Background: an optimization exercise with open tools, aiming at small area. Do not read the settings as production practice.
In this exercise RTL edits were held to simulation tests only and were not proved equivalent to the original.
The clock port is modelled as an ideal driver; clocking choices that lean on that would not hold on a real chip.
Power is estimated from default activity; no workload was simulated.

==> flow/design.v <==
`timescale 1ns / 1ps
module clock(
    input clk,
    input rst,
    input difficulty,
    output reg mole_tick,
    output fast_tick,
    output [1:0] digit,
    output reg blink,
    output sound_tick
    );
    localparam [15:0] M_37500 = 16'h3f4c;
    localparam [15:0] M_50000 = 16'h0e1f;
    localparam [14:0] B_20000 = 15'h03d7;
    reg [15:0] m;
    reg past;
    reg mole_clk;
    reg [7:0] f;
    reg [14:0] b;
    reg [5:0] s;
    wire m_37500 = ((m & 16'hefdf) == (M_37500 & 16'hefdf));
    wire m_wrap = difficulty ? (m_37500 | past) : ((m & 16'hf7fb) == (M_50000 & 16'hf7fb));
    wire b_wrap = ((b & 15'h7fdb) == (B_20000 & 15'h7fdb));
    wire s_wrap = ((s & 6'h1d) == 6'h14);
    always @(posedge clk)
    begin
        if (rst || m_wrap)
            m <= 16'd0;
        else
            m <= {~m[14:0], m[15] ^ m[2]};
        if (rst || m_wrap)
            past <= 1'b0;
        else if (m_37500)
            past <= 1'b1;
        if (rst)
            mole_clk <= 1'b0;
        else if (m_wrap)
            mole_clk <= ~mole_clk;
        mole_tick <= ~rst & m_wrap & ~mole_clk;
        if (rst)
            f <= 8'd31;
        else
            f <= f + 8'd1;
        if (rst || b_wrap)
            b <= 15'd0;
        else
            b <= {~b[13:0], b[14] ^ b[0]};
        if (rst)
            blink <= 1'b0;
        else if (b_wrap)
            blink <= ~blink;
        if (rst || s_wrap)
            s <= 6'd0;
        else
            s <= {~s[4:0], s[5] ^ s[0]};
    end
    assign fast_tick = &f[5:0];
    assign digit = f[7:6];
    assign sound_tick = ((s & 6'h2f) == 6'h06);
endmodule
`timescale 1ns / 1ps
module reset(
    input btn,
    input clk,
    input rst,
    output reg reset
    );
    always @(posedge clk)
        reset <= ~rst & btn;
endmodule
`timescale 1ns / 1ps
module start(
    input btn,
    input clk,
    input rst,
    input reset,
    output reg enable
    );
    always @(posedge clk)
    begin
        if (rst || reset)
            enable <= 1'b0;
        else if (btn)
            enable <= 1'b1;
    end
endmodule
`timescale 1ns / 1ps
module difficulty(
    input clk,
    input rst,
    input tick,
    input difficulty_btn,
    output reg difficulty
    );
    localparam [11:0] C_3000 = 12'he84;
    reg [11:0] c;
    wire c_0 = ((c & 12'h7fb) == 12'd0);
    wire c_3000 = ((c & 12'hfb7) == (C_3000 & 12'hfb7));
    always @(posedge clk)
    begin
        if (rst)
        begin
            difficulty <= 1'b0;
            c <= 12'd0;
        end
        else if (tick)
        begin
            if (!difficulty_btn)
                c <= 12'd0;
            else if (c_3000)
                c <= 12'd1;
            else
                c <= {c[10:0], ~(c[11] ^ c[10])};
            if (difficulty_btn && (c_0 || c_3000))
                difficulty <= ~difficulty;
        end
    end
endmodule
`timescale 1ns / 1ps
module random(
    clk, rst, tick, reset,
    data
    );
    input clk;
    input rst;
    input tick;
    input reset;
    output reg [4:0] data;
    reg [4:0] data_next;
    always @* begin
        data_next[4] = data[4]^data[1];
        data_next[3] = data[3]^data[0];
        data_next[2] = data[2]^data_next[4];
        data_next[1] = data[1]^data_next[3];
        data_next[0] = data[0]^data_next[2];
    end
    always @(posedge clk)
    begin
        if (tick | rst)
        begin
            if (reset | rst)
                data <= 5'h1f;
            else
                data <= data_next;
        end
    end
endmodule
`timescale 1ns / 1ps
module mole(
    input enable,
    input clk,
    input rst,
    input tick,
    input reset,
    input difficulty,
    input [4:0] mole,
    output reg [4:0] led,
    output reg blink,
    output reg end_enable,
    output reg start_enable,
    output led_changed
    );
    reg [4:0] i;
    wire i_31 = (i == 5'h15);
    wire i_0 = (i == 5'd0);
    wire i_30 = (i == 5'h1f);
    wire [3:0] pat = {difficulty & mole[3], mole[2:0]};
    wire clr = reset | i_31;
    wire set = ~reset & ~i_31 & ~i_0;
    assign led_changed = tick & (reset | enable) &
        (clr ? led[4] : (set & (~led[4] | (led[3:0] != pat))));
    always @(posedge clk)
    begin
        if (tick | rst)
        begin
            if (reset | rst)
            begin
                i <= 5'd0;
                blink <= 1'b0;
                led <= 5'd0;
                end_enable <= 1'b0;
                if (rst)
                    start_enable <= 1'b0;
            end
            else if (enable)
            begin
                if (i_31)
                begin
                    end_enable <= ~end_enable;
                    blink <= 1'b1;
                    led <= 5'd0;
                end
                else if (i_0)
                begin
                    start_enable <= ~start_enable;
                    i <= {~i[3:0], i[4] ^ i[1]};
                end
                else
                begin
                    start_enable <= 1'b0;
                    end_enable <= 1'b0;
                    led <= {1'b1, pat};
                    i <= i_30 ? 5'h15 : {~i[3:0], i[4] ^ i[1]};
                end
            end
        end
    end
endmodule
`timescale 1ns / 1ps
module display(
    input [3:0] digit0,
    input [3:0] digit1,
    input [3:0] digit2,
    input [3:0] digit3,
    input clk,
    input rst,
    input tick,
    input [1:0] cnt,
    input blink,
    input blink_enable,
    input enable,
    input btn,
    input difficulty,
    output [3:0] AN,
    output [7:0] seg
    );
    reg blank;
    reg [4:0] v;
    wire mode = btn & ~enable;
    wire blank_v = ~mode & blink & blink_enable;
    reg [3:0] dig;
    always @*
    begin
        case (cnt)
            2'd0: dig = digit0;
            2'd1: dig = digit1;
            2'd2: dig = digit2;
            default: dig = digit3;
        endcase
    end
    always @(posedge clk)
    begin
        if (rst)
        begin
            blank <= 1'b1;
            v <= 5'd30;
        end
        else if (tick)
        begin
            blank <= blank_v;
            if (!blank_v)
                v <= mode ? {2'b10, difficulty, cnt} : {1'b0, dig};
        end
    end
    wire [6:0] s;
    assign s[0] = ~((~v[0] & ~v[2]) | (v[1] & ~v[4]) | (v[0] & ~v[1] & v[2]) | (v[3] & ~v[4]) | (~v[1] & ~v[2] & v[4]));
    assign s[1] = ~((~v[2] & ~v[4]) | (v[0] & v[4]) | (~v[0] & ~v[1] & v[2]) | (v[0] & v[1]));
    assign s[2] = ~((v[0]) | (~v[1] & ~v[4]) | (v[2] & ~v[4]) | (~v[1] & v[2]) | (v[1] & ~v[2] & v[4]));
    assign s[3] = ~((~v[0] & ~v[2]) | (v[1] & ~v[2]) | (v[3] & ~v[4]) | (~v[0] & v[1] & ~v[4]) | (v[0] & v[1] & v[4]) | (v[0] & ~v[1] & v[2] & ~v[4]));
    assign s[4] = (v[0] & ~v[4]) | (v[1] & ~v[2] & v[4]) | (v[1] & v[3]) | (~v[1] & v[2] & ~v[4]);
    assign s[5] = (v[1] & v[2] & v[4]) | (v[1] & ~v[2] & ~v[4]) | (v[0] & ~v[2] & ~v[3] & ~v[4]);
    assign s[6] = (~v[1] & ~v[2] & ~v[3] & ~v[4]) | (v[1] & v[3]) | (v[0] & v[1] & v[2] & ~v[4]);
    assign AN = blank ? 4'b1111 : ~(4'b1000 >> (cnt - 2'd1));
    assign seg = {1'b1, s};
endmodule
`timescale 1ns / 1ps
module whack(
    input clk,
    input rst,
    input tick,
    input [7:0] sw,
    input [4:0] led,
    input led_changed,
    input reset,
    input god_mode,
    output reg [3:0] digit0,
    output reg [3:0] digit1,
    output reg [3:0] digit2,
    output reg [3:0] digit3,
    output reg [7:0] led_out,
    output reg sound_enable
    );
    reg z;
    reg mchg;
    reg [7:0] state;
    reg god;
    wire [15:0] p;
    assign p = 16'd1 << led[3:0];
    wire [7:0] pat;
    assign pat[7] = led[4] & (p[0] | p[8] | p[10]);
    assign pat[6] = led[4] & (p[1] | p[9] | p[14]);
    assign pat[5] = led[4] & (p[2] | p[10] | p[15]);
    assign pat[4] = led[4] & (p[3] | p[11] | p[12]);
    assign pat[3] = led[4] & (p[4] | p[9] | p[12]);
    assign pat[2] = led[4] & (p[5] | p[13]);
    assign pat[1] = led[4] & (p[6] | p[11] | p[14]);
    assign pat[0] = led[4] & (p[7] | p[8] | p[13] | p[15]);
    wire chg = z ? led[4] : mchg;
    wire [7:0] lo0 = chg ? pat : led_out;
    wire [7:0] lo1 = god_mode ? 8'hff : (god ? 8'h00 : lo0);
    wire [7:0] flip = sw ^ state;
    wire hit = |(flip & lo1);
    function [3:0] inc;
        input [3:0] d;
        inc = {(d[2] & d[1] & d[0]) | (d[3] & ~d[0]),
               d[2] ^ (d[1] & d[0]),
               (d[1] ^ d[0]) & ~d[3],
               ~d[0]};
    endfunction
    wire n3 = digit3[3] & digit3[0];
    wire n2 = digit2[3] & digit2[0];
    wire n1 = digit1[3] & digit1[0];
    wire n0 = digit0[3] & digit0[0];
    always @(posedge clk)
    begin
        if (rst)
        begin
            z <= 1'b1;
            mchg <= 1'b0;
        end
        else
        begin
            if (tick)
                z <= reset;
            if (led_changed)
                mchg <= 1'b1;
            else if (tick)
                mchg <= 1'b0;
        end
    end
    wire en = tick | rst;
    wire clr = reset | rst;
    wire c2 = hit & n3;
    wire c1 = c2 & n2;
    always @(posedge clk)
    begin
        if (en)
        begin
            if (clr)
            begin
                digit0 <= 4'd0;
                digit1 <= 4'd0;
                digit2 <= 4'd0;
                digit3 <= 4'd0;
                state <= 8'd0;
                led_out <= 8'd0;
                sound_enable <= 1'b0;
                if (rst)
                    god <= 1'b0;
            end
            else
            begin
                led_out <= lo1 & ~flip;
                state <= sw;
                god <= god_mode;
                sound_enable <= hit;
                if (hit)
                    digit3 <= inc(digit3);
                if (c2)
                    digit2 <= inc(digit2);
                if (c1 & ~(n1 & n0))
                    digit1 <= inc(digit1);
                if (c1 & n1 & ~n0)
                    digit0 <= inc(digit0);
            end
        end
    end
endmodule
`timescale 1ns / 1ps
module sound(
    input clk,
    input rst,
    input tick,
    input enable,
    input start_enable,
    input end_enable,
    input god_mode,
    output reg speaker
    );
    localparam [9:0] C_1000 = 10'h2b2;
    reg [9:0] c;
    wire event_v = enable | start_enable | end_enable;
    wire idle = &c;
    wire c_1000 = (c == C_1000);
    always @(posedge clk)
    begin
        if (rst)
        begin
            speaker <= 1'b0;
            c <= 10'h3ff;
        end
        else if (tick)
        begin
            if (event_v)
            begin
                speaker <= ~speaker;
                c <= 10'd0;
            end
            else if (c_1000 || idle)
            begin
                speaker <= 1'b0;
                c <= 10'h3ff;
            end
            else
            begin
                speaker <= ~speaker;
                c <= {c[8:0], ~(c[9] ^ c[6])};
            end
        end
    end
endmodule
`timescale 1ns / 1ps
module konami(
    input up_btn, down_btn, left_btn, right_btn, mid_btn,
    input clk,
    input rst,
    input tick,
    output reg god_mode
    );
    reg [1:0] mem;
    reg up_s, down_s, left_s, right_s;
    wire [4:0] b = {up_btn, down_btn, left_btn, right_btn, mid_btn};
    always @(posedge clk)
    begin
        if (rst)
        begin
            god_mode <= 1'b0;
            mem <= 2'd0;
            up_s <= 1'b0;
            down_s <= 1'b0;
            left_s <= 1'b0;
            right_s <= 1'b0;
        end
        else if (tick)
        begin
            case (b)
                5'b10000: up_s <= 1'b1;
                5'b01000: down_s <= 1'b1;
                5'b00100: left_s <= 1'b1;
                5'b00010: right_s <= 1'b1;
                5'b00000:
                begin
                    if (up_s)
                    begin
                        mem <= (mem == 2'd0) ? 2'd1 : 2'd0;
                        up_s <= 1'b0;
                    end
                    else if (down_s)
                    begin
                        mem <= (mem == 2'd1) ? 2'd2 : 2'd0;
                        down_s <= 1'b0;
                    end
                    else if (left_s)
                    begin
                        mem <= (mem == 2'd2) ? 2'd3 : 2'd0;
                        left_s <= 1'b0;
                    end
                    else if (right_s)
                    begin
                        if (mem == 2'd3)
                            god_mode <= ~god_mode;
                        mem <= 2'd0;
                        right_s <= 1'b0;
                    end
                end
                default: ;
            endcase
        end
    end
endmodule
`timescale 1ns / 1ps
module whack_a_mole(
    input clk,
    input rst,
    input [7:0] sw,
    input start,
    input reset_btn,
    input difficulty_btn,
    input left,
    input down,
    output [7:0] led,
    output [7:0] seg,
    output [3:0] an,
    output speaker
    );
    wire reset;
    wire enable;
    wire mole_tick;
    wire fast_tick;
    wire [1:0] digit;
    wire blink;
    wire blink_enable;
    wire sound_tick;
    wire sound_enable;
    wire end_enable;
    wire start_enable;
    wire led_changed;
    wire [4:0] mole_num;
    wire [4:0] led_code;
    wire [3:0] digit0, digit1, digit2, digit3;
    wire difficulty;
    wire god_mode;
    start btn (
        .btn(start), .clk(clk), .rst(rst), .reset(reset), .enable(enable));
    reset rst_btn (
        .btn(reset_btn), .clk(clk), .rst(rst), .reset(reset));
    difficulty diff (
        .clk(clk), .rst(rst), .tick(fast_tick),
        .difficulty_btn(difficulty_btn), .difficulty(difficulty));
    clock clock (
        .clk(clk), .rst(rst), .difficulty(difficulty),
        .mole_tick(mole_tick), .fast_tick(fast_tick), .digit(digit),
        .blink(blink), .sound_tick(sound_tick));
    random random (
        .clk(clk), .rst(rst), .tick(fast_tick), .reset(reset), .data(mole_num));
    mole mole (
        .reset(reset), .enable(enable), .clk(clk), .rst(rst), .tick(mole_tick),
        .difficulty(difficulty), .led(led_code), .mole(mole_num),
        .blink(blink_enable), .end_enable(end_enable),
        .start_enable(start_enable), .led_changed(led_changed));
    display display (
        .digit0(digit0), .digit1(digit1), .digit2(digit2), .digit3(digit3),
        .clk(clk), .rst(rst), .tick(fast_tick), .cnt(digit), .blink(blink),
        .blink_enable(blink_enable), .enable(enable), .btn(difficulty_btn),
        .difficulty(difficulty), .AN(an), .seg(seg));
    whack whack (
        .reset(reset), .clk(clk), .rst(rst), .tick(fast_tick), .sw(sw),
        .god_mode(god_mode), .led(led_code), .led_changed(led_changed),
        .digit0(digit0), .digit1(digit1), .digit2(digit2), .digit3(digit3),
        .led_out(led), .sound_enable(sound_enable));
    sound sound (
        .clk(clk), .rst(rst), .tick(sound_tick), .enable(sound_enable),
        .start_enable(start_enable), .end_enable(end_enable),
        .speaker(speaker), .god_mode(god_mode));
    konami konami (
        .up_btn(difficulty_btn), .down_btn(down), .left_btn(left),
        .right_btn(reset_btn), .mid_btn(start), .clk(clk), .rst(rst),
        .tick(fast_tick), .god_mode(god_mode));
endmodule
==> flow/flow/run.sh <==
#!/bin/bash
# Layout flow: the standard flow (standard.sh: the standard synthesis and
# ORFS steps, unchanged), with three changes to how the layout is made:
#  - the port buffers are buf_1 instead of ORFS's default choice;
#  - CTS uses clkbuf_4 (root clkbuf_8) and no dummy loads;
#  - after CTS, post_cts.tcl gives the clock buffers whose flip-flop clock
#    pins would see a slow slew a clkbuf_8 instead, and legalizes again.
# Each tool's full output goes to standard.log (and ORFS's own logs under
# orfs/logs).
set -e
export BUFFER_PORTS_ARGS="-buffer_cell sky130_fd_sc_hd__buf_1"
export CTS_ARGS="-sink_clustering_enable -repair_clock_nets -dont_use_dummy_load -root_buf sky130_fd_sc_hd__clkbuf_8 -buf_list sky130_fd_sc_hd__clkbuf_4"
export POST_CTS_TCL="$PWD/flow/post_cts.tcl"
bash standard.sh > standard.log 2>&1
==> flow/flow/post_cts.tcl <==
# After CTS: give each clock buffer that drives flip-flop clock pins with a
# slow slew the next larger clock buffer, then legalize the placement again.
proc my_fix_clock_slew { limit_ns } {
  estimate_parasitics -placement
  set changed 0
  foreach inst [get_cells clkbuf_*] {
    set cell [get_property [get_lib_cells -of_objects $inst] name]
    if { $cell != "sky130_fd_sc_hd__clkbuf_4" } { continue }
    set worst 0
    foreach pin [get_pins -of_objects [get_nets -of_objects [get_pins [get_name $inst]/X]] -filter "direction == input"] {
      set s [get_property $pin slew_max]
      if { $s > $worst } { set worst $s }
    }
    if { $worst > $limit_ns } {
      replace_cell $inst sky130_fd_sc_hd__clkbuf_8
      incr changed
    }
  }
  puts "my_fix_clock_slew: $changed clock buffers upsized"
  return $changed
}
if { [my_fix_clock_slew 0.110] > 0 } {
  detailed_placement
  check_placement -verbose
  estimate_parasitics -placement
}
==> flow/standard.sh <==
#!/bin/bash
# synth_recipe.tcl (not shown) runs the flow's synth.tcl, then flattens the netlist and writes it again
# the make line also repeats each setting of config.mk as NAME=value (left out here)
make -C /OpenROAD-flow-scripts/flow DESIGN_CONFIG=/design/flow/config.mk WORK_HOME=/design/flow/orfs CLKGATE_MAP_FILE= SYNTH_SCRIPT=/design/flow/synth_recipe.tcl "${@:-finish}"
==> flow/config.mk <==
export PLATFORM = sky130hd
export DESIGN_NAME = whack_a_mole
export DESIGN_NICKNAME = whack_a_mole
export VERILOG_FILES = /design/flow/design.v
export SDC_FILE = /design/flow/constraint.sdc
export NUM_CORES = 4
export LEC_CHECK = 0
export CAP_MARGIN = 20
export CORE_MARGIN = 2
export CORE_UTILIZATION = 70
export PLACE_DENSITY = 0.8
export SLEW_MARGIN = 20
==> flow/constraint.sdc <==
create_clock -name core_clock -period 10.0 [get_ports {clk}]
set_input_delay 2.0000 -clock core_clock [delete_from_list [all_inputs] [get_ports {clk}]]
set_output_delay 2.0000 -clock core_clock [all_outputs]
set_load 0.01 [all_outputs]
==> results of run 1 <==
-- critical path, delay by kind of cell --
family / cells / cell delay, ns
buffers and inverters: 3 / 0.96
and+or+nand+nor: 1 / 0.90
AOI/OAI and AO/OA: 1 / 0.45
-- layer usage --
metal	vias up	GRT usage (%)	part of all wire [%]
li1	2274	-	-
met4	0	6.84	0.85
met2	126	42.4	48
met1	2192	36.2	46
met5	-	0	0
met3	8	5.80	5.0
-- cells by family (layout without fill, tap and decap cells) --
| family | count (synthesis) | in the layout |
|---|---|---|
| other | 1 | 1 |
| and+or+nand+nor | 289 | 289 |
| muxes | 6 | 6 |
| DFF | 142 | 142 |
| xor gates and xnor gates | 35 | 35 |
| adders and majority gates | 6 | 6 |
| buffers and inverters | 42 | 63 |
| AOI/OAI and AO/OA | 111 | 111 |
-- cell usage after synthesis, types with 4 or more instances --
| cell | instances |
|---|---|
| and2_1 | 12 |
| nand3b_1 | 6 |
| nand3_1 | 24 |
| xnor2_1 | 26 |
| dfxtp_1 | 90 |
| nor4_1 | 5 |
| o21ai_1 | 9 |
| nor2b_1 | 4 |
| a211o_1 | 5 |
| nand2b_1 | 12 |
| edfxtp_1 | 52 |
| xor2_1 | 9 |
| o31ai_1 | 5 |
| a21o_1 | 5 |
| nand4_1 | 8 |
| nand2_1 | 63 |
| and3_1 | 6 |
| nor2_1 | 98 |
| o21ai_0 | 10 |
| a31oi_1 | 7 |
| or2_2 | 4 |
| inv_1 | 9 |
| clkbuf_1 | 24 |
| nor3_1 | 20 |
| ha_1 | 6 |
| mux4_2 | 4 |
| a22o_1 | 6 |
| a221oi_1 | 6 |
| or2_1 | 4 |
| nor3b_1 | 6 |
| a21oi_1 | 35 |
-- stage by stage --
stage	hold WS, ns	area, um2	std cells	worst slack, ns	utilization (%)
floorplan	0.368	6200	632	6.51	-
global placement	0.376	6330	744	5.41	73.3
detailed placement	0.384	6330	744	5.28	73.3
global route	0.396	6480	761	5.44	75.1
finish	0.378	6480	761	5.71	75.1
-- final timing paths --
| path | cells after the start | endpoint | start | slack (ns) |
|---|---|---|---|---|
| hold reg to reg | 1 | clock.b[6] | clock.b[5] | 0.38 |
| setup reg to reg | 6 | whack.digit0[1] | mole.led[2] | 7.12 |
| hold / removal | 1 | clock.b[6] | clock.b[5] | 0.38 |
| setup / recovery | 5 | whack.digit3[3] | rst | 5.71 |
-- cells in the final DEF (no fill, tap or decap), types with 7 or more instances in the layout --
cell type	n
clkbuf_4	13
nand2b_1	12
dfxtp_1	90
o21ai_1	9
nor3_1	20
a21oi_1	35
edfxtp_1	52
o21ai_0	10
xnor2_1	26
nand3_1	24
a31oi_1	7
inv_1	9
nand2_1	63
buf_1	33
and2_1	12
xor2_1	9
nand4_1	8
nor2_1	98
-- cell type report --
cell class / count / area [um2] / area share (%)
Sequential cell: 142 / 3360 / 51.9
Multi-Input combinational cell: 448 / 2650 / 40.9
Clock buffer: 17 / 153 / 2.36
Timing Repair Buffer: 36 / 144 / 2.22
Tap cell: 108 / 135 / 2.08
Inverter: 10 / 37.5 / 0.579
-- registers in the layout, indices dropped and copies added, names as in the netlist, 2 cells and up --
name	flops
clock.m	16
clock.b	15
diff.c	12
sound.c	10
clock.f	8
whack.led_out	8
whack.state	8
clock.s	6
display.v	5
mole.i	5
mole.led	5
random.data	5
whack.digit0	4
whack.digit1	4
whack.digit2	4
whack.digit3	4
konami.mem	2
-- report_power, final --
group | switching [W] | internal [W] | total, W
Combinational | 0.0000887 | 0.0000631 | 0.000152
Sequential | 0.0000421 | 0.000646 | 0.000688
Clock | 0.000164 | 0.0000962 | 0.000260
Total | 0.000295 | 0.000805 | 0.00110
==> reports/results.txt, run 1 <==
Gr ovfl total -> 0
Status -> timing/DRC/antenna clean
Post-route ant nets -> 0
DRT Pass-1 Iters -> 6
CTS tree -> yes
First-pass GRT wire length -> 20.5 mm
Clock latency on the worst-skew pair -> 0.40 ns
Fin Clk Skew -> 0.0337 ns
Synthesis Warnings -> 10
Die height -> 98.1 um
Post-synthesis sequential area ratio -> 54.3%
DR iter-0 viols -> 252
Largest family of logic cells by synthesized area -> simple AND/OR/NAND/NOR gates
Synth top area cells -> dfxtp_1 29%, edfxtp_1 25%, nor2_1 5.9%
Largest net degree at the start of global routing -> 64
Vias -> 4600
Crit start category -> input port
Mapped Area -> 6200 um2
Fmax achieved -> 0.233 GHz
Core area -> 8640 um2
HPWL after DPL -> 8.33 mm
Row count -> 34
Total negative slack -> 0 ns
Worst Path Arrival -> 4.36 ns
Ratio of cells with drive above 1 in the final layout -> 5.51%
Max Slew Vio Count -> 0
Worst-Margin Slew -> 1.07 ns
Maximum VDD drop -> 120 uV
Port-buffer cells -> 34
Pwr Density -> 170 nW/um2
I/O pin count -> 36
Main synth FF type -> dfxtp_1
Final Wtd Congestion -> 0.853
Initial core utilization -> 71.8%
Number of global-route vias before repair -> 4494
Syn_nets -> 653
Final Hold Vio Count -> 0
# DRC -> 0
Tot GR Track Use -> 26.2%
Synth cell types -> 65
Wirelength per Cell -> 15.8 um
Synth Area in Compound Gates -> 11.7%
Fraction of registers with async set/reset -> 0%
# diodes -> 0
Worst rel slew slack -> 28.9%
Crit-path cells -> clkbuf_2 -> buf_4 -> or2_1 -> inv_2 -> a21oi_1
Post-route minimum period -> 4.29 ns
Vias per cell -> 6.04
Syn avg cell area -> 9.81 um2
Slowest CP cell -> or2_1
Clock-pin slew on the worst setup and hold paths -> 0.11 ns
Final Cycle Share -> 42.9%
Post-synthesis mux area share -> 1.78%
Die ar. -> 9620 um2
Xor/xnor share of the synthesized area -> 4.95%
MaxCap Viol Count -> 0
CP Capture Type -> flop
Layout fillers -> 605
Total wire length -> 12.0 mm
Critical Path Fanout Max -> 63
P&R area growth vs syn -> 4.56%
Leakage -> 2.39 nW
Power after layout -> 0.00110 W
Synth area leader -> dfxtp_1
Adder-Cell Fraction of Synth Area -> 1.21%
Initial antenna violation count -> 0
RSZ-0062 raised after global routing -> false
TritonCTS sink count -> 142
EDFF count, synth -> 52
Final nets -> 676
Synth Instances -> 632
Die width -> 98.1 um
Synth Area in Simple Gates -> 23.0%
Post-synth top area share -> 29.1%
Critical path required time -> 10.07 ns
Largest stage delay on the critical path -> 0.90 ns
#FFs+latches synth -> 142
Setup Crit Path Kind -> in -> reg
Count of final setup violators -> 0
Worst hold path class -> reg -> reg
==> run 2, diff against run 1 <==
--- a/flow/design.v
+++ b/flow/design.v
@@ -191,17 +191,14 @@
                     led <= 5'd0;
                 end
                 else if (i_0)
-                begin
                     start_enable <= ~start_enable;
-                    i <= {~i[3:0], i[4] ^ i[1]};
-                end
                 else
                 begin
                     start_enable <= 1'b0;
                     end_enable <= 1'b0;
                     led <= {1'b1, pat};
-                    i <= i_30 ? 5'h15 : {~i[3:0], i[4] ^ i[1]};
                 end
+                i <= i_30 ? 5'h15 : {~i[3:0], i[4] ^ i[1]};
             end
         end
     end
@@ -392,20 +389,12 @@
         else if (tick)
         begin
             if (event_v)
-            begin
-                speaker <= ~speaker;
                 c <= 10'd0;
-            end
-            else if (c_1000 || idle)
-            begin
-                speaker <= 1'b0;
+            else if (c_1000)
                 c <= 10'h3ff;
-            end
             else
-            begin
-                speaker <= ~speaker;
                 c <= {c[8:0], ~(c[9] ^ c[6])};
-            end
+            speaker <= (event_v || !(c_1000 || idle)) & ~speaker;
         end
     end
 endmodule
==> reports/results.txt, run 2 <==
Pre-CTS WS -> 5.42 ns (+0.138 ns)
Main synth FF type -> dfxtp_1
Most frequent cells in the layout -> 105 x nor2_1, 90 x dfxtp_1, 52 x edfxtp_1, 38 x nand2_1, 37 x a21oi_1
R2R depth -> 8 (+2)
Core area -> 8590 um2 (-0.49%)
R2r endpoint -> whack.digit1[1]
Power after layout -> 0.00110 W (-0.38%)
Fraction of registers with async set/reset -> 0% (unchanged)
Largest net degree at the start of global routing -> 63 (-1.6%)
Total negative slack -> 0 ns (unchanged)
Max Slew Vio Count -> 0 (unchanged)
Worst setup path start -> rst
Worst reg2reg path startpoint -> clock.f[0]
Gr ovfl total -> 0 (unchanged)
Clock latency on the worst-skew pair -> 0.41 ns (about the same)
First-pass GRT wire length -> 19.6 mm (-4.8%)
DRT Pass-1 Iters -> 4 (-2)
Worst rel slew slack -> 30.2% (+1.2 points)
Leakage -> 2.37 nW (-0.78%)
Largest regs -> clock.m (16), clock.b (15), diff.c (12)
Synthesis Warnings -> 10 (unchanged)
Most frequent cell after synthesis -> nor2_1
Largest family of logic cells by synthesized area -> simple AND/OR/NAND/NOR gates
Critical Path Fanout Max -> 62 (-1.6%)
Xor/xnor share of the synthesized area -> 5.02% (+0.071 points)
Most flop-heavy register -> clock.m
Ratio of cells with drive above 1 in the final layout -> 5.50% (-0.0099 points)
Row count -> 34 (unchanged)
Synth cell types -> 63 (-3.1%)
Count of final setup violators -> 0 (unchanged)
DR iter-0 viols -> 229 (-9.1%)
Syn_nets -> 631 (-3.4%)
Setup Crit Path Kind -> in -> reg
I/O pin count -> 36 (unchanged)
Fin Clk Skew -> 0.0442 ns (+0.0105 ns)
GRT busiest layer -> met2
Post-route ant nets -> 0 (unchanged)
Final Wtd Congestion -> 0.835 (-2.2%)
Global routing usage on met3 -> 5.97% (+0.17 points)
MaxCap Viol Count -> 0 (unchanged)
Critical path required time -> 10.08 ns (about the same)
Buffer and inverter count on the worst path -> 3 (unchanged)
Synth Area in Simple Gates -> 21.0% (-2.0 points)
R2R setup slack -> 7.07 ns (-0.05 ns)
Largest stage delay on the critical path -> 0.82 ns (-0.08 ns)
Worst path depth -> 6 (+1)
Port-buffer cells -> 34 (unchanged)
Number of flip-flops in the largest register -> 16 (unchanged)
Initial core utilization -> 71.1% (-0.66 points)
Adder-Cell Fraction of Synth Area -> 1.23% (+0.017 points)
Commonest non-fill, non-tap cell in the layout -> nor2_1
Final critical-path setup slack -> 5.81 ns (+0.0993 ns)
Post-synthesis sequential area ratio -> 55.0% (+0.78 points)
Final Cycle Share -> 41.9% (-0.99 points)
Initial antenna violation count -> 0 (unchanged)
Pwr Density -> 170 nW/um2 (+0.44%)
Synth Area in Compound Gates -> 13.1% (+1.3 points)
CP Capture Type -> flop
Post-synth top area share -> 29.5% (+0.42 points)
TritonCTS sink count -> 142 (unchanged)
Final nets -> 659 (-2.5%)
Vias -> 4488 (-2.4%)
Number of global-route vias before repair -> 4248 (-5.5%)
Synth area leader -> dfxtp_1
Fin util -> 74.8% (-0.24 points)
Slowest CP cell -> inv_1
# DRC -> 0 (unchanged)
M1 GR Usage -> 33.9% (-2.3 points)
Die width -> 97.4 um (-0.68%)
Synth top area cells -> dfxtp_1 29%, edfxtp_1 26%, nor2_1 6.4%
Maximum VDD drop -> 123 uV (+2.5%)
GR Util met2 -> 42.0% (-0.40 points)
Top Family by Delay on Critical Path -> buffers and inverters
P&R area growth vs syn -> 5.20%
Worst-Margin Slew -> 1.05 ns (-0.0196 ns)
#FFs+latches synth -> 142 (unchanged)
Status -> timing/DRC/antenna clean
CTS tree -> yes
Hold_sp -> clock.b[2]
Crit start category -> input port
Total wire length -> 11.6 mm (-3.4%)
# diodes -> 0 (unchanged)
Wirelength per Cell -> 15.6 um (-1.2%)
Most frequent cells after synthesis -> 105 x nor2_1, 90 x dfxtp_1, 52 x edfxtp_1
RSZ-0062 raised after global routing -> false
Crit-path cells -> clkbuf_2 -> buf_4 -> nor2_1 -> inv_1 -> and3_1 -> a32o_1
Post-route minimum period -> 4.19 ns (-0.0993 ns)
Fmax achieved -> 0.238 GHz (+2.4%)
Die height -> 97.4 um (-0.68%)
Tot GR Track Use -> 25.3% (-0.94 points)
EDFF count, synth -> 52 (unchanged)
Mapped Area -> 6110 um2 (-1.4%)
Final Hold Vio Count -> 0 (unchanged)
Worst hold path class -> reg -> reg
HPWL after DPL -> 8.07 mm (-3.1%)
Vias per cell -> 6.03 (-0.21%)
Die ar. -> 9490 um2 (-1.4%)
Hold_ws -> 0.387 ns (+0.00846 ns)
Syn avg cell area -> 10.0 um2 (+2.1%)
Post-synthesis mux area share -> 1.78% (+0.0050 points)
Synth Instances -> 610 (-3.5%)
Clock-pin slew on the worst setup and hold paths -> 0.09 ns (-0.02 ns)
Worst Path Arrival -> 4.28 ns (-0.08 ns)
Crit path to -> whack.digit1[1]
-- run 2: final cells by class --
type / instances / area [um2]
clock buffer: 17 / 153
fill: 639 / 2160
inverter: 13 / 48.8
multi-input combinational: 427 / 2580
sequential: 142 / 3360
tap: 108 / 135
timing repair buffer: 37 / 151
-- run 2: worst min path at each step --
| stage | end | cells after the start |
|---|---|---|
| 6_report | clock.b[3] | 1 |
| 2_1_floorplan | clock.b[3] | 1 |
| 3_3_place_gp | clock.b[3] | 1 |
| 5_1_grt | clock.b[3] | 1 |
| 3_5_place_dp | clock.b[3] | 1 |
-- run 2: layer usage --
metal | wire, um | vias to the layer above | share of wire (%)
met5 | 0 | - | 0
met4 | 119 | 0 | 1.0
met3 | 639 | 14 | 5.5
met2 | 5680 | 121 | 49
met1 | 5160 | 2138 | 44
li1 | - | 2215 | -
-- run 2: metrics by stage --
stage	std cells	instance area [um2]
final	744	6430
after global routing	744	6430
after detailed placement	727	6280
after global placement	727	6280
after floorplan	610	6110
-- run 2: worst register-to-register path: cells and delay by family (launching register included) --
kind,cells,cell delay [ns]
and+or+nand+nor,4,0.99
buffers and inverters,2,0.78
DFF,1,0.35
AOI/OAI and AO/OA,1,0.31
adders and majority gates,1,0.24
-- run 2: report_power, final --
group | internal (W) | switching [W] | total, W | leakage (nW)
registers | 0.000646 | 0.0000402 | 0.000686 | 1.26
logic | 0.0000615 | 0.0000842 | 0.000146 | 1.02
clock network | 0.0000963 | 0.000168 | 0.000264 | 0.0886
-- run 2: logic make-up (layout without fill, tap and decap cells) --
logic type	after synthesis	count (layout)
multiplexers	7	7
AND/OR/NAND/NOR	263	263
buffers and inverters	41	67
XOR/XNOR	35	35
other	1	1
adder cells (fa/ha/maj)	6	6
AO/OA/AOI/OAI	115	115
flip-flops	142	142
==> run 3, diff against run 2 <==
--- a/flow/design.v
+++ b/flow/design.v
@@ -431,22 +431,22 @@
                 begin
                     if (up_s)
                     begin
-                        mem <= (mem == 2'd0) ? 2'd1 : 2'd0;
+                        mem <= (mem == 2'b00) ? 2'b01 : 2'b00;
                         up_s <= 1'b0;
                     end
                     else if (down_s)
                     begin
-                        mem <= (mem == 2'd1) ? 2'd2 : 2'd0;
+                        mem <= (mem == 2'b01) ? 2'b11 : 2'b00;
                         down_s <= 1'b0;
                     end
                     else if (left_s)
                     begin
-                        mem <= (mem == 2'd2) ? 2'd3 : 2'd0;
+                        mem <= (mem == 2'b11) ? 2'b10 : 2'b00;
                         left_s <= 1'b0;
                     end
                     else if (right_s)
                     begin
-                        if (mem == 2'd3)
+                        if (mem == 2'b10)
                             god_mode <= ~god_mode;
                         mem <= 2'd0;
                         right_s <= 1'b0;
==> reports/results.txt, run 3 <==
Status -> timing/DRC/antenna clean
Fin Clk Skew -> 0.0427 ns (-0.00155 ns)
Synth area leader -> dfxtp_1
Vias -> 4539 (+1.1%)
I/O pin count -> 36 (unchanged)
Total wire length -> 12.1 mm (+4.1%)
Initial antenna violation count -> 0 (unchanged)
Final nets -> 653 (-0.91%)
Hold_sp -> clock.b[2]
Maximum VDD drop -> 129 uV (+5.1%)
Final Hold Vio Count -> 0 (unchanged)
Synth Instances -> 606 (-0.66%)
Ratio of cells with drive above 1 in the final layout -> 6.03% (+0.53 points)
CTS tree -> yes
Crit-path cells -> clkbuf_2 -> buf_4 -> nor2_1 -> inv_1 -> and3_1 -> a32o_1
Mapped Area -> 6120 um2 (+0.10%)
Most flop-heavy register -> clock.m
Switching pwr -> 0.000295 W (+0.71%)
Clock latency on the worst-skew pair -> 0.41 ns (about the same)
Sequential fraction of design power -> 62.7% (about the same)
Sw frac -> 26.8% (+0.15 points)
Total negative slack -> 0 ns (unchanged)
Largest regs -> clock.m (16), clock.b (15), diff.c (12)
Core area -> 8590 um2 (unchanged)
Largest net degree at the start of global routing -> 63 (unchanged)
Gr ovfl total -> 0 (unchanged)
Port-buffer cells -> 34 (unchanged)
Synth cell types -> 65 (+3.2%)
Fraction of registers with async set/reset -> 0% (unchanged)
Syn avg cell area -> 10.1 um2 (+0.76%)
Worst setup path start -> rst
# DRC -> 0 (unchanged)
Leakage -> 2.35 nW (-0.95%)
Clk pwr share -> 23.9% (-0.2 points)
Pwr Density -> 171 nW/um2 (+0.25%)
Post-synthesis sequential area ratio -> 55.0% (-0.056 points)
Crit start category -> input port
Largest stage delay on the critical path -> 0.84 ns (+0.02 ns)
Buffer and inverter count on the worst path -> 3 (unchanged)
RSZ-0062 raised after global routing -> false
Main synth FF type -> dfxtp_1
HPWL after DPL -> 8.39 mm (+3.9%)
#FFs+latches synth -> 142 (unchanged)
R2r endpoint -> whack.digit1[0]
Number of global-route vias before repair -> 4261 (+0.31%)
First-pass GRT wire length -> 20.3 mm (+3.8%)
# diodes -> 0 (unchanged)
Syn_nets -> 627 (-0.63%)
Most frequent cells after synthesis -> 98 x nor2_1, 90 x dfxtp_1, 52 x edfxtp_1
Max Slew Vio Count -> 0 (unchanged)
Initial core utilization -> 71.2% (+0.073 points)
Synthesis Warnings -> 10 (unchanged)
Final Cycle Share -> 42.3% (+0.36 points)
Worst-Margin Slew -> 1.06 ns (+0.0115 ns)
Wirelength per Cell -> 16.4 um (+5.0%)
EDFF count, synth -> 52 (unchanged)
Final Wtd Congestion -> 0.817 (-2.1%)
Post-synth top area share -> 29.5% (-0.030 points)
CP Capture Type -> flop
Die width -> 97.5 um (about the same)
Combinational share of power -> 13.4% (about the same)
R2R setup slack -> 6.66 ns (-0.41 ns)
DRT Pass-1 Iters -> 6 (+2)
Clock-pin slew on the worst setup and hold paths -> 0.10 ns (about the same)
Vias per cell -> 6.15 (+2.0%)
Critical path required time -> 10.09 ns (about the same)
MaxCap Viol Count -> 0 (unchanged)
Slowest CP cell -> inv_1
Tot GR Track Use -> 26.5% (+1.2 points)
Row count -> 34 (unchanged)
Critical Path Fanout Max -> 62 (unchanged)
Die ar. -> 9500 um2 (about the same)
Synth top area cells -> dfxtp_1 29%, edfxtp_1 26%, nor2_1 6.0%
Post-route minimum period -> 4.23 ns (+0.0358 ns)
Commonest non-fill, non-tap cell in the layout -> nor2_1
DR iter-0 viols -> 226 (-1.3%)
Setup Crit Path Kind -> in -> reg
P&R area growth vs syn -> 4.97%
Number of flip-flops in the largest register -> 16 (unchanged)
Worst reg2reg path startpoint -> clock.f[0]
Pint -> 0.000803 W (about the same)
Post-route ant nets -> 0 (unchanged)
Fmax achieved -> 0.236 GHz (-0.85%)
Worst path depth -> 6 (unchanged)
Worst rel slew slack -> 29.4% (-0.77 points)
Min-Delay Endpoint -> clock.b[3]
Fin util -> 74.7% (-0.087 points)
Hold_ws -> 0.381 ns (-0.00524 ns)
Count of final setup violators -> 0 (unchanged)
Most frequent cells in the layout -> 98 x nor2_1, 90 x dfxtp_1, 52 x edfxtp_1, 40 x nand2_1, 37 x a21oi_1
Worst Path Arrival -> 4.32 ns (+0.04 ns)
Die height -> 97.5 um (about the same)
Worst hold path class -> reg -> reg
Hold depth -> 1 (unchanged)
Most frequent cell after synthesis -> nor2_1
TritonCTS sink count -> 142 (unchanged)
R2R depth -> 7 (-1)
Top Family by Delay on Critical Path -> buffers and inverters
run 3: cell count changes after synthesis, sizes merged, moves of 2 or more:
cell	change
nand2	+3
clkbuf	+7
o21ai	-2
and3	-2
or3	+3
o21bai	+2
nor3	+4
nand3	-7
or4	+2
buf	-7
nor2	-7
run 3: cell families (layout without fill, tap and decap cells):
| family | count (synthesis) | count (layout) | synth area share (%) |
|---|---|---|---|
| and+or+nand+nor | 259 | 259 | 21.2 |
| DFF | 142 | 142 | 55.0 |
| AOI/OAI and AO/OA | 115 | 115 | 13.0 |
| buffers and inverters | 41 | 65 | 2.76 |
| xor gates and xnor gates | 35 | 35 | 5.01 |
| muxes | 7 | 7 | 1.78 |
| adders and majority gates | 6 | 6 | 1.23 |
| other | 1 | 1 | 0.0613 |
run 3: metal layers:
metal / vias up / wire, um / part of all wire [%] / GRT usage [%]
li1: 2209 / - / - / -
met3: 17 / 658 / 5.4 / 6.62
met4: 0 / 144 / 1.2 / 8.55
met5: - / 0 / 0 / 0
met1: 2158 / 5350 / 44 / 34.3
met2: 155 / 5930 / 49 / 44.0
run 3: worst max path at each step:
| stage | slack (ns) | endpoint |
|---|---|---|
| after floorplan | 6.22 | whack.digit0[0] |
| after global placement | 5.48 | whack.digit0[0] |
| after detailed placement | 5.31 | whack.digit0[3] |
| after global routing | 5.66 | whack.digit1[0] |
| final | 5.77 | whack.digit1[0] |
run 3: per-stage QoR:
step | setup WS [ns] | std cells | instance area (um2) | power, W
5_1_grt | 5.66 | 738 | 6420 | 0.00115
3_5_place_dp | 5.31 | 721 | 6270 | 0.000846
3_3_place_gp | 5.48 | 721 | 6270 | 0.000836
2_1_floorplan | 6.22 | 606 | 6120 | 0.000802
6_report | 5.77 | 738 | 6420 | 0.00110
run 3: power groups by stage:
stage | clock network (W) | logic (W) | registers [W]
after floorplan | 0 | 0.000117 | 0.000685
after global placement | 0 | 0.000139 | 0.000697
after detailed placement | 0 | 0.000146 | 0.000700
after global routing | 0.000294 | 0.000164 | 0.000694
final | 0.000263 | 0.000147 | 0.000688
run 3: final cells by class:
class                           count  area, um2
Sequential cell                   142       3360
Multi-Input combinational cell    423       2580
Fill cell                         632       2170
Clock buffer                       17        153
Timing Repair Buffer               35        136
Tap cell                          108        135
Inverter                           13       48.8
==> run 4, diff against run 3 <==
--- a/flow/design.v
+++ b/flow/design.v
@@ -240,23 +240,23 @@
         if (rst)
         begin
             blank <= 1'b1;
-            v <= 5'd30;
+            v <= 5'd15;
         end
         else if (tick)
         begin
             blank <= blank_v;
             if (!blank_v)
-                v <= mode ? {2'b10, difficulty, cnt} : {1'b0, dig};
+                v <= mode ? {1'b1, cnt[1], difficulty, cnt[0], 1'b0} : {1'b0, dig};
         end
     end
     wire [6:0] s;
-    assign s[0] = ~((~v[0] & ~v[2]) | (v[1] & ~v[4]) | (v[0] & ~v[1] & v[2]) | (v[3] & ~v[4]) | (~v[1] & ~v[2] & v[4]));
-    assign s[1] = ~((~v[2] & ~v[4]) | (v[0] & v[4]) | (~v[0] & ~v[1] & v[2]) | (v[0] & v[1]));
-    assign s[2] = ~((v[0]) | (~v[1] & ~v[4]) | (v[2] & ~v[4]) | (~v[1] & v[2]) | (v[1] & ~v[2] & v[4]));
-    assign s[3] = ~((~v[0] & ~v[2]) | (v[1] & ~v[2]) | (v[3] & ~v[4]) | (~v[0] & v[1] & ~v[4]) | (v[0] & v[1] & v[4]) | (v[0] & ~v[1] & v[2] & ~v[4]));
-    assign s[4] = (v[0] & ~v[4]) | (v[1] & ~v[2] & v[4]) | (v[1] & v[3]) | (~v[1] & v[2] & ~v[4]);
-    assign s[5] = (v[1] & v[2] & v[4]) | (v[1] & ~v[2] & ~v[4]) | (v[0] & ~v[2] & ~v[3] & ~v[4]);
-    assign s[6] = (~v[1] & ~v[2] & ~v[3] & ~v[4]) | (v[1] & v[3]) | (v[0] & v[1] & v[2] & ~v[4]);
+    assign s[0] = (v[1] & v[3]) | (~v[0] & ~v[1] & v[2]) | (v[0] & ~v[1] & ~v[2] & ~v[3]);
+    assign s[1] = ~((~v[2] & ~v[4]) | (v[1] & v[4]) | (~v[0] & ~v[1] & v[2] & ~v[3]) | (v[0] & v[1] & ~v[3]));
+    assign s[2] = ~((v[2] & ~v[3]) | (~v[1] & ~v[4]) | (v[1] & v[4]) | (~v[2] & v[3]) | (v[0] & ~v[2]));
+    assign s[3] = (~v[0] & ~v[1] & v[2]) | (v[1] & ~v[3] & v[4]) | (v[0] & v[1] & v[2]) | (v[0] & ~v[1] & ~v[2] & ~v[3]);
+    assign s[4] = (v[0]) | (~v[2] & v[3] & v[4]) | (~v[1] & v[2] & ~v[4]);
+    assign s[5] = (v[2] & v[3]) | (v[0] & ~v[2] & ~v[3]) | (v[1] & ~v[2] & ~v[4]);
+    assign s[6] = (v[0] & v[1] & v[2]) | (~v[1] & ~v[2] & ~v[3] & ~v[4]);
     assign AN = blank ? 4'b1111 : ~(4'b1000 >> (cnt - 2'd1));
     assign seg = {1'b1, s};
 endmodule
==> reports/results.txt, run 4 <==
Most frequent cells after synthesis -> 90 x dfxtp_1, 80 x nor2_1, 52 x edfxtp_1
Number of flip-flops in the largest register -> 16 (unchanged)
Wirelength per Cell -> 15.8 um (-3.2%)
DP Area -> 6190 um2 (-1.2%)
Final Hold Vio Count -> 0 (unchanged)
Fin Clk Skew -> 0.0388 ns (-0.00391 ns)
Combinational share of power -> 12.9% (-0.5 points)
EDFF count, synth -> 52 (unchanged)
Die height -> 96.8 um (-0.66%)
Total negative slack -> 0 ns (unchanged)
TritonCTS sink count -> 142 (unchanged)
# diodes -> 0 (unchanged)
Vias -> 4345 (-4.3%)
Reg area -> 3360 um2 (unchanged)
Finished Layout Cells -> 713 (-3.4%)
Power after layout -> 0.00109 W (-1.0%)
DRT Pass-1 Iters -> 4 (-2)
Syn avg cell area -> 10.3 um2 (+2.5%)
MaxCap Viol Count -> 0 (unchanged)
Synthesis Warnings -> 10 (unchanged)
Leakage -> 2.28 nW (-2.9%)
Post-synth top area share -> 29.9% (+0.41 points)
Vias per cell -> 6.09 (-0.92%)
Pint -> 0.000802 W (-0.10%)
Clock-pin slew on the worst setup and hold paths -> 0.10 ns (about the same)
#FFs+latches synth -> 142 (unchanged)
Most frequent cell after synthesis -> dfxtp_1
Row count -> 33 (-2.9%)
P&R area growth vs syn -> 5.21%
Fmax achieved -> 0.247 GHz (+4.7%)
Post-synthesis mux area share -> 1.99% (+0.21 points)
Synth Area in Simple Gates -> 21.7% (+0.50 points)
Synth top area cells -> dfxtp_1 30%, edfxtp_1 26%, nor2_1 5.0%
Maximum VDD drop -> 131 uV (+1.9%)
Most frequent cells in the layout -> 90 x dfxtp_1, 80 x nor2_1, 52 x edfxtp_1, 44 x nand2_1, 34 x a21oi_1
Placed cells -> 696 (-3.5%)
Die width -> 96.8 um (-0.66%)
Switching pwr -> 0.000284 W (-3.6%)
Initial antenna violation count -> 0 (unchanged)
DR iter-0 viols -> 212 (-6.2%)
Xor/xnor share of the synthesized area -> 5.08% (+0.070 points)
Crit start category -> input port
CTS tree -> yes
CP Capture Type -> flop
Number of global-route vias before repair -> 4151 (-2.6%)
Sequential fraction of design power -> 63.2% (+0.5 points)
Final nets -> 631 (-3.4%)
Layout fillers -> 598 (-5.4%)
Largest regs -> clock.m (16), clock.b (15), diff.c (12)
Status -> timing/DRC/antenna clean
Core area -> 8300 um2 (-3.4%)
Synth Instances -> 583 (-3.8%)
Synth Area in Compound Gates -> 11.8% (-1.2 points)
Fraction of registers with async set/reset -> 0% (unchanged)
Post-route ant nets -> 0 (unchanged)
Adder-Cell Fraction of Synth Area -> 1.24% (+0.017 points)
Commonest non-fill, non-tap cell in the layout -> dfxtp_1
Largest family of logic cells by synthesized area -> simple AND/OR/NAND/NOR gates
Count of final setup violators -> 0 (unchanged)
Die ar. -> 9380 um2 (-1.3%)
Synth cell types -> 58 (-11%)
Setup Crit Path Kind -> in -> reg
Pwr Density -> 171 nW/um2 (+0.12%)
Critical path required time -> 10.05 ns (-0.04 ns)
Worst hold path class -> reg -> reg
Sw frac -> 26.1% (-0.69 points)
Worst rel slew slack -> 38.9% (+9.5 points)
Final Cycle Share -> 40.4% (-1.9 points)
Mapped Area -> 6030 um2 (-1.4%)
Main synth FF type -> dfxtp_1
R2R setup slack -> 7.08 ns (+0.42 ns)
Initial core utilization -> 72.7% (+1.5 points)
Gr ovfl total -> 0 (unchanged)
Syn_nets -> 604 (-3.7%)
Largest net degree at the start of global routing -> 61 (-3.2%)
Post-synthesis sequential area ratio -> 55.7% (+0.76 points)
Final Wtd Congestion -> 0.867 (+6.1%)
I/O pin count -> 36 (unchanged)
Synth area leader -> dfxtp_1
First-pass GRT wire length -> 19.1 mm (-5.8%)
HPWL after DPL -> 7.89 mm (-6.0%)
Footprint of the multi-input gates -> 2530 um2 (-2.3%)
Post-route cell area -> 6350 um2 (-1.1%)
Most flop-heavy register -> clock.m
Ratio of cells with drive above 1 in the final layout -> 6.74% (+0.71 points)
Worst-Margin Slew -> 0.904 ns (-0.154 ns)
Clock latency on the worst-skew pair -> 0.40 ns (about the same)
RSZ-0062 raised after global routing -> false
Worst Path Arrival -> 4.09 ns (-0.23 ns)
Total wire length -> 11.3 mm (-6.5%)
# DRC -> 0 (unchanged)
Clk pwr share -> 23.9% (about the same)
Port-buffer cells -> 34 (unchanged)
Max Slew Vio Count -> 0 (unchanged)
Critical Path Fanout Max -> 60 (-3.2%)
Post-route minimum period -> 4.04 ns (-0.188 ns)
Tot GR Track Use -> 24.8% (-1.7 points)
[run 4: cell types whose count changed after synthesis, moves of 4 or more]
cell,previous run,this run
a221o_1,7,12
nand4_1,5,10
nor2_1,98,80
nor3b_1,14,18
nand2_1,40,44
a211oi_1,4,0
a211o_1,6,1
inv_1,13,8
[run 4: kinds of logic (layout without fill, tap and decap cells)]
kind of cell,after synthesis,in the layout
and+or+nand+nor,253,253
DFF,142,142
AOI/OAI and AO/OA,103,103
buffers and inverters,36,61
xor gates and xnor gates,35,35
muxes,7,7
adders and majority gates,6,6
other,1,1
[run 4: critical path, cell delays in order]
cell      delay, ns
clkbuf_2       0.09
buf_4          0.47
or2_2          0.64
inv_1          0.42
a21oi_1        0.47
[run 4: path summary, 6_finish.rpt]
kind	start	endpoint	cells past startpoint
worst max-delay path	rst	whack.digit3[3]	5
worst min-delay path	clock.m[5]	clock.m[6]	1
worst max register to register	clock.f[0]	whack.digit2[0]	8
worst min register to register	clock.m[5]	clock.m[6]	1
[run 4: final cells by class]
type,count,share of cell area (%)
Inverter,8,0.473
Sequential cell,142,53.0
Timing Repair Buffer,36,2.27
Clock buffer,17,2.40
Tap cell,105,2.07
Multi-Input combinational cell,405,39.8
[run 4: layer usage]
layer	global-route usage (%)	share of wire (%)	vias up
li1	-	-	2143
met1	32.8	47	2095
met2	41.0	49	96
met3	6.00	3.3	11
met4	7.37	1.1	0
met5	0	0	-
[run 4: power groups by stage]
stage	Combinational (W)	Sequential (W)	Clock, W
after global routing	0.000157	0.000692	0.000284
after detailed placement	0.000140	0.000699	0
after floorplan	0.000112	0.000685	0
after global placement	0.000133	0.000696	0
final	0.000140	0.000686	0.000259
[run 4: per-stage QoR]
stage / setup WS, ns / hold slack [ns] / utilization [%]
floorplan: 6.38 / 0.368 / -
global placement: 5.62 / 0.370 / 74.6
detailed placement: 5.46 / 0.376 / 74.6
global route: 5.66 / 0.393 / 76.5
finish: 5.96 / 0.382 / 76.5
==> run 5, diff against run 4 <==
--- a/flow/design.v
+++ b/flow/design.v
@@ -240,23 +240,23 @@
         if (rst)
         begin
             blank <= 1'b1;
-            v <= 5'd15;
+            v <= 5'd28;
         end
         else if (tick)
         begin
             blank <= blank_v;
             if (!blank_v)
-                v <= mode ? {1'b1, cnt[1], difficulty, cnt[0], 1'b0} : {1'b0, dig};
+                v <= mode ? {1'b1, cnt[1], difficulty, cnt[0], 1'b1} : {1'b0, dig};
         end
     end
     wire [6:0] s;
-    assign s[0] = (v[1] & v[3]) | (~v[0] & ~v[1] & v[2]) | (v[0] & ~v[1] & ~v[2] & ~v[3]);
-    assign s[1] = ~((~v[2] & ~v[4]) | (v[1] & v[4]) | (~v[0] & ~v[1] & v[2] & ~v[3]) | (v[0] & v[1] & ~v[3]));
-    assign s[2] = ~((v[2] & ~v[3]) | (~v[1] & ~v[4]) | (v[1] & v[4]) | (~v[2] & v[3]) | (v[0] & ~v[2]));
-    assign s[3] = (~v[0] & ~v[1] & v[2]) | (v[1] & ~v[3] & v[4]) | (v[0] & v[1] & v[2]) | (v[0] & ~v[1] & ~v[2] & ~v[3]);
-    assign s[4] = (v[0]) | (~v[2] & v[3] & v[4]) | (~v[1] & v[2] & ~v[4]);
-    assign s[5] = (v[2] & v[3]) | (v[0] & ~v[2] & ~v[3]) | (v[1] & ~v[2] & ~v[4]);
-    assign s[6] = (v[0] & v[1] & v[2]) | (~v[1] & ~v[2] & ~v[3] & ~v[4]);
+    assign s[0] = (v[0] & v[1] & v[3]) | (~v[1] & v[2] & v[4]) | (v[1] & v[2] & v[3]);
+    assign s[1] = (~v[1] & v[3]) | (~v[1] & ~v[2] & v[4]);
+    assign s[2] = ~((v[0] & v[1]) | (~v[1] & ~v[4]) | (v[1] & v[3]) | (v[2] & ~v[3]) | (~v[2] & v[3]));
+    assign s[3] = ~((~v[1] & ~v[2]) | (~v[0] & ~v[2]) | (v[1] & v[3] & v[4]) | (v[0] & v[2] & ~v[4]));
+    assign s[4] = (~v[2] & v[3]) | (~v[0] & v[2]) | (v[0] & ~v[2] & ~v[4]);
+    assign s[5] = (~v[0] & v[1]) | (v[2] & v[3] & v[4]);
+    assign s[6] = ~((v[0]) | (v[1] & ~v[2]));
     assign AN = blank ? 4'b1111 : ~(4'b1000 >> (cnt - 2'd1));
     assign seg = {1'b1, s};
 endmodule
@@ -297,17 +297,18 @@
     wire [7:0] lo1 = god_mode ? 8'hff : (god ? 8'h00 : lo0);
     wire [7:0] flip = sw ^ state;
     wire hit = |(flip & lo1);
+    function is9;
+        input [3:0] d;
+        is9 = d[0] & ~d[2] & ~d[3];
+    endfunction
     function [3:0] inc;
         input [3:0] d;
-        inc = {(d[2] & d[1] & d[0]) | (d[3] & ~d[0]),
-               d[2] ^ (d[1] & d[0]),
-               (d[1] ^ d[0]) & ~d[3],
-               ~d[0]};
+        inc = is9(d) ? 4'd0 : {~d[2:0], d[3] ^ d[2]};
     endfunction
-    wire n3 = digit3[3] & digit3[0];
-    wire n2 = digit2[3] & digit2[0];
-    wire n1 = digit1[3] & digit1[0];
-    wire n0 = digit0[3] & digit0[0];
+    wire n3 = is9(digit3);
+    wire n2 = is9(digit2);
+    wire n1 = is9(digit1);
+    wire n0 = is9(digit0);
     always @(posedge clk)
     begin
         if (rst)
==> reports/results.txt, run 5 <==
Final Wtd Congestion -> 0.858 (-1.1%)
Worst setup path start -> rst
Synth area leader -> dfxtp_1
Hold depth -> 1 (unchanged)
Largest stage delay on the critical path -> 0.77 ns (+0.13 ns)
Row count -> 33 (unchanged)
Critical Path Fanout Max -> 51 (-15%)
Wirelength per Cell -> 15.6 um (-1.3%)
TritonCTS sink count -> 142 (unchanged)
Slowest CP cell -> inv_1
# diodes -> 0 (unchanged)
Critical path required time -> 10.05 ns (about the same)
Die width -> 96.6 um (-0.23%)
Fraction of registers with async set/reset -> 0% (unchanged)
Most flop-heavy register -> clock.m
DRT Pass-1 Iters -> 5 (+1)
Status -> timing/DRC/antenna clean
Tot GR Track Use -> 24.8% (-0.066 points)
Pre-CTS WS -> 5.45 ns (-0.0104 ns)
Hold_ws -> 0.377 ns (-0.00462 ns)
HPWL after DPL -> 8.02 mm (+1.7%)
Final Cycle Share -> 41.5% (+1.0 points)
Fin Clk Skew -> 0.0361 ns (-0.00268 ns)
Syn_nets -> 613 (+1.5%)
Most frequent cell after synthesis -> dfxtp_1
Total negative slack -> 0 ns (unchanged)
Most frequent cells in the layout -> 90 x dfxtp_1, 88 x nor2_1, 53 x nand2_1, 52 x edfxtp_1, 33 x buf_1
Final nets -> 634 (+0.48%)
Number of global-route vias before repair -> 4072 (-1.9%)
Count of final setup violators -> 0 (unchanged)
Fmax achieved -> 0.241 GHz (-2.5%)
Hold_sp -> clock.b[5]
Crit start category -> input port
#FFs+latches synth -> 142 (unchanged)
Post-route ant nets -> 0 (unchanged)
Initial core utilization -> 72.7% (about the same)
Worst hold path class -> reg -> reg
Vias per cell -> 6.10 (about the same)
Clock-pin slew on the worst setup and hold paths -> 0.09 ns (about the same)
Post-route minimum period -> 4.15 ns (+0.104 ns)
Port-buffer cells -> 34 (unchanged)
# DRC -> 0 (unchanged)
Synth top area cells -> dfxtp_1 30%, edfxtp_1 26%, nor2_1 5.5%
R2r endpoint -> whack.digit1[1]
Synthesis Warnings -> 10 (unchanged)
Worst rel slew slack -> 37.5% (-1.3 points)
Worst-Margin Slew -> 0.936 ns (+0.0319 ns)
Worst reg2reg path startpoint -> clock.f[1]
Maximum VDD drop -> 110 uV (-16%)
Core area -> 8260 um2 (-0.50%)
Setup Crit Path Kind -> in -> reg
CTS tree -> yes
Main synth FF type -> dfxtp_1
Synth cell types -> 60 (+3.4%)
Ratio of cells with drive above 1 in the final layout -> 6.50% (-0.24 points)
Min-Delay Endpoint -> clock.b[6]
Pwr Density -> 170 nW/um2 (-0.63%)
R2R setup slack -> 7.02 ns (-0.06 ns)
Clock latency on the worst-skew pair -> 0.39 ns (about the same)
Worst Path Arrival -> 4.20 ns (+0.11 ns)
EDFF count, synth -> 52 (unchanged)
Leakage -> 2.25 nW (-1.6%)
RSZ-0062 raised after global routing -> false
I/O pin count -> 36 (unchanged)
Gr ovfl total -> 0 (unchanged)
Total wire length -> 11.3 mm (-0.34%)
Layout fillers -> 594 (-0.67%)
Syn avg cell area -> 10.1 um2 (-2.6%)
Post-synth top area share -> 30.0% (+0.14 points)
First-pass GRT wire length -> 19.1 mm (+0.11%)
Die height -> 96.6 um (-0.23%)
DR iter-0 viols -> 322 (+52%)
Mapped Area -> 6000 um2 (-0.48%)
Max Slew Vio Count -> 0 (unchanged)
CP Capture Type -> flop
Die ar. -> 9330 um2 (-0.46%)
R2R depth -> 6 (-2)
Vias -> 4392 (+1.1%)
Largest net degree at the start of global routing -> 52 (-15%)
Most frequent cells after synthesis -> 90 x dfxtp_1, 88 x nor2_1, 53 x nand2_1
Synth Instances -> 596 (+2.2%)
Final Hold Vio Count -> 0 (unchanged)
Number of flip-flops in the largest register -> 16 (unchanged)
Post-synthesis sequential area ratio -> 56.0% (+0.27 points)
P&R area growth vs syn -> 4.40%
Commonest non-fill, non-tap cell in the layout -> dfxtp_1
Initial antenna violation count -> 0 (unchanged)
MaxCap Viol Count -> 0 (unchanged)
Crit-path cells -> clkbuf_2 -> buf_4 -> nor2_1 -> inv_1 -> nand4_1 -> o22ai_1
Largest regs -> clock.m (16), clock.b (15), diff.c (12)
Final critical-path setup slack -> 5.85 ns (-0.104 ns)
[run 5: changes by cell type after synthesis, moves of 5 or more]
cell,delta
nand2_1,+9
nor2b_1,+9
nand2b_1,-8
nor2_1,+8
nor3b_1,-8
a221o_1,-7
nor3_1,+6
o21ai_0,+6
a221o_2,+5
o22ai_1,+5
[run 5: layer usage]
metal / GRT usage, % / vias up / wire length [um]
met1: 33.9 / 2094 / 5130
met3: 6.58 / 10 / 603
met5: 0 / - / 0
li1: - / 2156 / -
met2: 40.0 / 132 / 5430
met4: 5.74 / 0 / 102
[run 5: area by class of cell]
cell class / instances / area [um2] / area share, %
clock buffers: 17 / 146 / 2.34
inverters: 9 / 33.8 / 0.539
multi-input cells: 412 / 2460 / 39.2
flip-flops and latches: 142 / 3360 / 53.7
well taps: 105 / 131 / 2.10
repair buffers: 35 / 136 / 2.18
[run 5: logic make-up (layout without fill, tap and decap cells)]
logic type,after synthesis,after routing,share of synthesized area [%]
xor gates and xnor gates,35,35,5.11
buffers and inverters,42,61,3.06
DFF,142,142,56.0
other,1,1,0.0625
AOI/OAI and AO/OA,103,103,11.7
adders and majority gates,2,2,0.417
muxes,6,6,1.44
and+or+nand+nor,265,265,22.2
[run 5: power breakdown]
part | total (W) | internal [W] | switching (W)
logic | 0.000133 | 0.0000552 | 0.0000774
registers | 0.000682 | 0.000645 | 0.0000372
clock network | 0.000251 | 0.0000921 | 0.000159
total | 0.00107 | 0.000792 | 0.000274
[run 5: metrics by stage]
stage | util, % | area (um2) | std cells | power, W
after detailed placement | 74.1 | 6120 | 703 | 0.000826
final | 75.9 | 6270 | 720 | 0.00107
after global routing | 75.9 | 6270 | 720 | 0.00112
after global placement | 74.1 | 6120 | 703 | 0.000819
after floorplan | - | 6000 | 596 | 0.000790
[run 5: worst max-delay path: cells and delay by family]
kind / cells / cell delay (ns)
AO/OA/AOI/OAI: 1 / 0.40
buffers and inverters: 3 / 1.28
AND/OR/NAND/NOR: 2 / 0.51
[run 5: worst max-delay path by stage]
stage / endpoint / depth (start not counted)
global route: whack.digit1[1] / 6
finish: whack.digit1[1] / 6
detailed placement: whack.digit1[1] / 6
floorplan: whack.digit1[0] / 4
global placement: whack.digit1[0] / 6

static timing again, ports no longer ideal:
The flow's constraints put no driver on any port. The routed layouts listed below were extracted and timed again, unchanged, in two steps. Step 1: set_driving_cell puts a clkbuf_16 on clk and a buf_2 on each other input, an assumption about the parent block. Step 2 times the ports against the registers' clock, not the clock port: input delays grow and output delays shrink by t, the midpoint of the rising clock arrivals with the driver on. a / b / c = ideal ports / drivers / drivers and shift; a / b = the first two.
run	t, ns	setup slack, ns	hold WS [ns]	slew at the worst register clock pin (ns)
run 1	0.424	5.706 / 5.720 / 5.296	0.378 / 0.378 / 0.378	0.11 / 0.11
run 2	0.417	5.806 / 5.811 / 5.394	0.387 / 0.387 / 0.387	0.11 / 0.11
run 3	0.425	5.770 / 5.781 / 5.355	0.381 / 0.381 / 0.381	0.11 / 0.11
run 4	0.418	5.958 / 5.968 / 5.549	0.382 / 0.382 / 0.382	0.10 / 0.10
run 5	0.408	5.854 / 5.865 / 5.457	0.377 / 0.377 / 0.377	0.11 / 0.11
After both steps every run listed still meets setup and hold. The setup slack of run 3, which loses most, moves by +0.011 ns with the drivers and by -0.415 ns with both steps.
